This design comes from an exercise in tuning for small area on the open sky130 flow, not from production work. At most, simulation tests tie the RTL to the original design; equivalence was not proved.

==> inputs of trial 38 <==
Design rgb_to_ycrcb_converter, start of the top module:
module rgb_to_ycrcb_converter
#(
	parameter DATAIN_WIDTH 	= 32,
	parameter DATAOUT_WIDTH = 32
)
(
	input		clk		,
	input		rst		,
	input      	[DATAIN_WIDTH-1:0]	datain	,
	input             		datain_valid	,
	output	reg		datain_ready			,
	output      	[DATAOUT_WIDTH-1:0]	dataout			,
	output  reg           		dataout_valid ,
	input				dataout_ready
);
Settings: LEC_CHECK=0, CAP_MARGIN=20, CORE_MARGIN=2, CORE_UTILIZATION=65, SLEW_MARGIN=20, SYNTH_HIERARCHICAL=1; clock period 10.0 ns.
run.sh (not shown) runs the stock make flow with config.mk's settings and CLKGATE_MAP_FILE= SYNTH_SCRIPT=/design/flow/synth_recipe.tcl, a recipe that flattens the netlist after the stock synthesis.
==> inputs of build 82, as changes to trial 38 <==
==> flow/flow/run.sh (new file) <==
#!/bin/bash
set -euo pipefail
export BUFFER_PORTS_ARGS="-buffer_cell sky130_fd_sc_hd__buf_1"
bash standard.sh finish > standard_flow.log 2>&1
==> flow/standard.sh (new file) <==
#!/bin/bash
# synth_recipe.tcl (not shown) runs the flow's synth.tcl, then flattens the netlist and writes it again
# the make line also repeats each setting of config.mk as NAME=value (left out here)
make -C /OpenROAD-flow-scripts/flow DESIGN_CONFIG=/design/flow/config.mk WORK_HOME=/design/flow/orfs CLKGATE_MAP_FILE= SYNTH_SCRIPT=/design/flow/synth_recipe.tcl "${@:-finish}"
CORE_UTILIZATION = 40   (was 65)
removed: flow/run.sh
==> qor summary <==
Status: build 82 no timing/DRC/antenna violations; trial 38 no timing/DRC/antenna violations
Fraction of area in multi-input gates: build 82 59.22%; trial 38 56.73%
All-Layer GR Usage: build 82 15.13%; trial 38 23.69%
Total Die Area: build 82 11550 sq um; trial 38 7256 sq um
Insertion delay to the later sink of the worst-skew pair: build 82 0.31 ns; trial 38 0.30 ns
Number of filler cells placed in the layout: build 82 957; trial 38 366
Post-Route Skew: build 82 0.01125 ns; trial 38 0.01512 ns
Endpoint arrival time on the critical path: build 82 9.90 ns; trial 38 7.81 ns
Count of standard-cell rows: build 82 37; trial 38 29
CP Launch Point: build 82 G0[0]$_DFF_P_; trial 38 D4[6]$_DFF_P_
Endpoint kind of the worst setup timing path: build 82 register; trial 38 primary output
Post-CTS repair timing setup buffer count: build 82 5; trial 38 3
Finished Cell Area: build 82 4961 sq um; trial 38 5187 sq um
Final WS setup: build 82 0.2791 ns; trial 38 0.1929 ns
Final #Nets: build 82 558; trial 38 553
Max frequency: build 82 102.9 MHz; trial 38 102.0 MHz
Final core occ: build 82 47.84%; trial 38 81.69%
Non-clk bufs: build 82 83; trial 38 78

==> inputs of job 7557 <==
rgb_to_ycrcb_converter, a different RTL version from the one above (not shown whole).
==> flow/config.mk <==
export PLATFORM = sky130hd
export DESIGN_NAME = rgb_to_ycrcb_converter
export DESIGN_NICKNAME = rgb_to_ycrcb_converter
export VERILOG_FILES = /design/flow/design.v
export SDC_FILE = /design/flow/constraint.sdc
export NUM_CORES = 4
export LEC_CHECK = 0
export CAP_MARGIN = 20
export CORE_MARGIN = 2
export CORE_UTILIZATION = 40
export SLEW_MARGIN = 20
export SYNTH_HIERARCHICAL = 1
==> flow/constraint.sdc <==
create_clock -name core_clock -period 10.0 [get_ports {clk}]
set_input_delay 2.0000 -clock core_clock [delete_from_list [all_inputs] [get_ports {clk}]]
set_output_delay 2.0000 -clock core_clock [all_outputs]
set_load 0.01 [all_outputs]
standard.sh (not shown) runs the stock make flow with config.mk's settings and CLKGATE_MAP_FILE= SYNTH_SCRIPT=/design/flow/synth_recipe.tcl, a recipe that flattens the netlist after the stock synthesis.
==> flow/flow/run.sh <==
#!/bin/bash
set -euo pipefail
export BUFFER_PORTS_ARGS="-buffer_cell sky130_fd_sc_hd__buf_1"
bash standard.sh finish > standard_flow.log 2>&1
==> job 9589: changes against job 7557 <==
--- a/flow/design.v
+++ b/flow/design.v
@@ -195,15 +195,15 @@
 	rgb_fa u254 (.a(R0[3]), .b(~s213), .c(c250), .s(s252), .co(c253));
 	wire s255, c256;
 	rgb_fa u257 (.a(R0[4]), .b(~s225), .c(c253), .s(s255), .co(c256));
 	wire s258, c259;
 	rgb_fa u260 (.a(R0[5]), .b(~s234), .c(c256), .s(s258), .co(c259));
 	wire s261, c262;
-	rgb_fa u263 (.a(Q3[6]), .b(Q3[7]), .c(~Y2[6]), .s(s261), .co(c262));
+	rgb_fa u263 (.a(R0[6]), .b(~s240), .c(c259), .s(s261), .co(c262));
 	wire s264, c265;
-	rgb_fa u266 (.a(Q3[8]), .b(Y2[7]), .c(c262), .s(s264), .co(c265));
+	rgb_fa u266 (.a(Q3[7]), .b(Q3[8]), .c(Y2[7]), .s(s264), .co(c265));
 	wire s267, c268;
 	rgb_ha u269 (.a(B0[0]), .b(s159), .s(s267), .co(c268));
 	wire s270, c271;
 	rgb_fa u272 (.a(B0[1]), .b(c268), .c(~s180), .s(s270), .co(c271));
 	wire s273, c274;
 	rgb_fa u275 (.a(B0[2]), .b(s198), .c(c271), .s(s273), .co(c274));
@@ -211,33 +211,33 @@
 	rgb_fa u278 (.a(B0[3]), .b(~s213), .c(c274), .s(s276), .co(c277));
 	wire s279, c280;
 	rgb_fa u281 (.a(B0[4]), .b(~s225), .c(c277), .s(s279), .co(c280));
 	wire s282, c283;
 	rgb_fa u284 (.a(B0[5]), .b(~s234), .c(c280), .s(s282), .co(c283));
 	wire s285, c286;
-	rgb_fa u287 (.a(Q4[6]), .b(Q4[7]), .c(~Y2[6]), .s(s285), .co(c286));
+	rgb_fa u287 (.a(B0[6]), .b(~s240), .c(c283), .s(s285), .co(c286));
 	wire s288, c289;
-	rgb_fa u290 (.a(Q4[8]), .b(Y2[7]), .c(c286), .s(s288), .co(c289));
+	rgb_fa u290 (.a(Q4[7]), .b(Q4[8]), .c(Y2[7]), .s(s288), .co(c289));
 	wire s291, c292;
 	rgb_fa u293 (.a(Q3[4]), .b(c265), .c(s264), .s(s291), .co(c292));
 	wire s294, c295;
 	rgb_fa u296 (.a(s264), .b(c292), .c(s291), .s(s294), .co(c295));
 	wire s297, c298;
-	rgb_fa u299 (.a(Q3[3]), .b(s261), .c(c265), .s(s297), .co(c298));
+	rgb_fa u299 (.a(Q3[3]), .b(Q3[6]), .c(c265), .s(s297), .co(c298));
 	wire s300, c301;
 	rgb_fa u302 (.a(s297), .b(c295), .c(s294), .s(s300), .co(c301));
 	wire s303, c304;
 	rgb_fa u305 (.a(Q3[4]), .b(s264), .c(c298), .s(s303), .co(c304));
 	wire s306, c307;
 	rgb_fa u308 (.a(s303), .b(c301), .c(s300), .s(s306), .co(c307));
 	wire s309, c310;
 	rgb_fa u311 (.a(Q3[5]), .b(c265), .c(c304), .s(s309), .co(c310));
 	wire s312, c313;
 	assign c313 = (s309 & c307) | (s309 & s306) | (c307 & s306);
 	wire s315, c316;
-	rgb_fa u317 (.a(Q3[0]), .b(s261), .c(c310), .s(s315), .co(c316));
+	rgb_fa u317 (.a(Q3[0]), .b(Q3[6]), .c(c310), .s(s315), .co(c316));
 	wire s318, c319;
 	assign c319 = s315 & c313;
 	wire s321, c322;
 	rgb_fa u323 (.a(~Q3[1]), .b(s264), .c(c316), .s(s321), .co(c322));
 	wire s324, c325;
 	assign c325 = s321 & c319;
@@ -255,25 +255,25 @@
 	wire c341 = c336 | ~s337;
 	wire s342, c343;
 	rgb_fa u344 (.a(~Q3[2]), .b(Q3[5]), .c(c338), .s(s342), .co(c343));
 	wire s345 = c341 ^ s342;
 	wire c346 = c341 | ~s342;
 	wire s347, c348;
-	rgb_fa u349 (.a(~Q3[3]), .b(s261), .c(c343), .s(s347), .co(c348));
+	rgb_fa u349 (.a(~Q3[3]), .b(Q3[6]), .c(c343), .s(s347), .co(c348));
 	wire s350 = c346 ^ s347;
 	wire c351 = c346 | ~s347;
 	wire s352, c353;
 	rgb_fa u354 (.a(~Q3[4]), .b(s264), .c(c348), .s(s352), .co(c353));
 	wire s355 = c351 ^ s352;
 	wire c356 = c351 | ~s352;
 	wire s357, c358;
 	rgb_fa u359 (.a(~Q3[5]), .b(c265), .c(c353), .s(s357), .co(c358));
 	wire s360 = c356 ^ s357;
 	wire c361 = c356 & ~s357;
 	wire s362, c363;
-	rgb_fa u364 (.a(s261), .b(~c358), .c(c361), .s(s362), .co(c363));
+	rgb_fa u364 (.a(Q3[6]), .b(~c358), .c(c361), .s(s362), .co(c363));
 	wire s365 = s264 ^ c363 ^ s362;
 	wire s366 = Q4[0] ^ Q4[5];
 	wire c367 = ~Q4[0] & Q4[5];
 	wire s368, c369;
 	assign c369 = (Q4[1] & ~c367) | (Q4[1] & s288) | (~c367 & s288);
 	wire s371, c372;
@@ -282,13 +282,13 @@
 	rgb_fa u376 (.a(Q4[3]), .b(c372), .c(s371), .s(s374), .co(c375));
 	wire s377, c378;
 	rgb_fa u379 (.a(Q4[4]), .b(c375), .c(s374), .s(s377), .co(c378));
 	wire s380, c381;
 	rgb_fa u382 (.a(Q4[5]), .b(c378), .c(s377), .s(s380), .co(c381));
 	wire s383, c384;
-	rgb_fa u385 (.a(~Q4[0]), .b(s285), .c(c381), .s(s383), .co(c384));
+	rgb_fa u385 (.a(~Q4[0]), .b(Q4[6]), .c(c381), .s(s383), .co(c384));
 	wire s386 = s380 ^ s383;
 	wire c387 = ~s380 & ~s383;
 	wire s388, c389;
 	rgb_fa u390 (.a(~Q4[1]), .b(s288), .c(c384), .s(s388), .co(c389));
 	wire s391 = c387 ^ s388;
 	wire c392 = c387 & ~s388;
@@ -300,21 +300,21 @@
 	rgb_fa u400 (.a(Q4[3]), .b(~c394), .c(c397), .s(s398), .co(c399));
 	wire s401, c402;
 	rgb_fa u403 (.a(Q4[4]), .b(c399), .c(s398), .s(s401), .co(c402));
 	wire s404, c405;
 	rgb_fa u406 (.a(Q4[5]), .b(c402), .c(s401), .s(s404), .co(c405));
 	wire s407, c408;
-	rgb_fa u409 (.a(s285), .b(c405), .c(s404), .s(s407), .co(c408));
+	rgb_fa u409 (.a(Q4[6]), .b(c405), .c(s404), .s(s407), .co(c408));
 	wire s410, c411;
 	rgb_fa u412 (.a(s288), .b(c408), .c(s407), .s(s410), .co(c411));
 	wire s413 = c289 ^ c411 ^ s410;
 	always @(posedge clk) begin
 		R0 <= datain[15:8]; G0 <= datain[23:16]; B0 <= datain[31:24];
 		Y2 <= {s243, s240, s234, s225, s213, s198, s180, s159};
-		Q3 <= {R0[7], R0[6], c259, s258, s255, s252, s249, s246, s244};
-		Q4 <= {B0[7], B0[6], c283, s282, s279, s276, s273, s270, s267};
+		Q3 <= {R0[7], c262, s261, s258, s255, s252, s249, s246, s244};
+		Q4 <= {B0[7], c286, s285, s282, s279, s276, s273, s270, s267};
 		if (rst) begin
 			datain_ready <= 1'b0; v1 <= 1'b0; dataout_valid <= 1'b0;
 		end else begin
 			datain_ready <= dataout_ready; v1 <= datain_valid; dataout_valid <= v1;
 		end
 	end
==> run notes <==
	job 7557	job 9589
Instance count after placement with tap cells included	473	480
Slack of the worst reg-to-reg path	0.39 ns	0.29 ns
Final Cell Area	0.004562 mm2	0.004648 mm2
Levels on crit path	22	20
Maximum fanout count along the critical path	3	4
Reg2reg end	Q4[5]$_DFF_P_	Q4[6]$_DFF_P_
Status	no timing/DRC/antenna violations	no timing/DRC/antenna violations
Hold Path End	Q4[8]$_DFF_P_	Q3[8]$_DFF_P_
Met2 Usage GRT	22.77%	23.28%
Met2 Routed Length	3379 um	3508 um
Via count	2,072	2,059
Overall routing resource usage	14.24%	14.40%
Vias in the first global route	2,400	2,413
No run of this note included a check of the RTL's function; only the layout flow was run.

[re-timing with driven ports]
No port has a modelled driver above. Below, the same layouts with a new extraction and two added sets of constraints. Step 1 sets driving cells, clkbuf_16 on the clock port and buf_2 on the other inputs (assumed; they add their load-dependent delay and slew). Step 2 moves the port delays by t, midway between the first and last clock arrival at a register: inputs arrive t later, outputs are due t later. That takes back most of the time a late clock gives input paths. Slacks: no drivers / after step 1 / after step 2; pairs: no drivers / after step 1.
run | shift t [ns] | slack for setup (ns) | hold slack, ns
trial 38 | 0.322 | 0.193 / 0.165 / 0.287 | 0.448 / 0.448 / 0.448
build 82 | 0.331 | 0.279 / 0.279 / 0.279 | 0.461 / 0.461 / 0.461
job 7557 | 0.347 | 0.155 / 0.123 / 0.392 | 0.393 / 0.393 / 0.393
job 9589 | 0.341 | 0.282 / 0.250 / 0.293 | 0.402 / 0.402 / 0.402
After both steps every run listed still meets setup and hold.
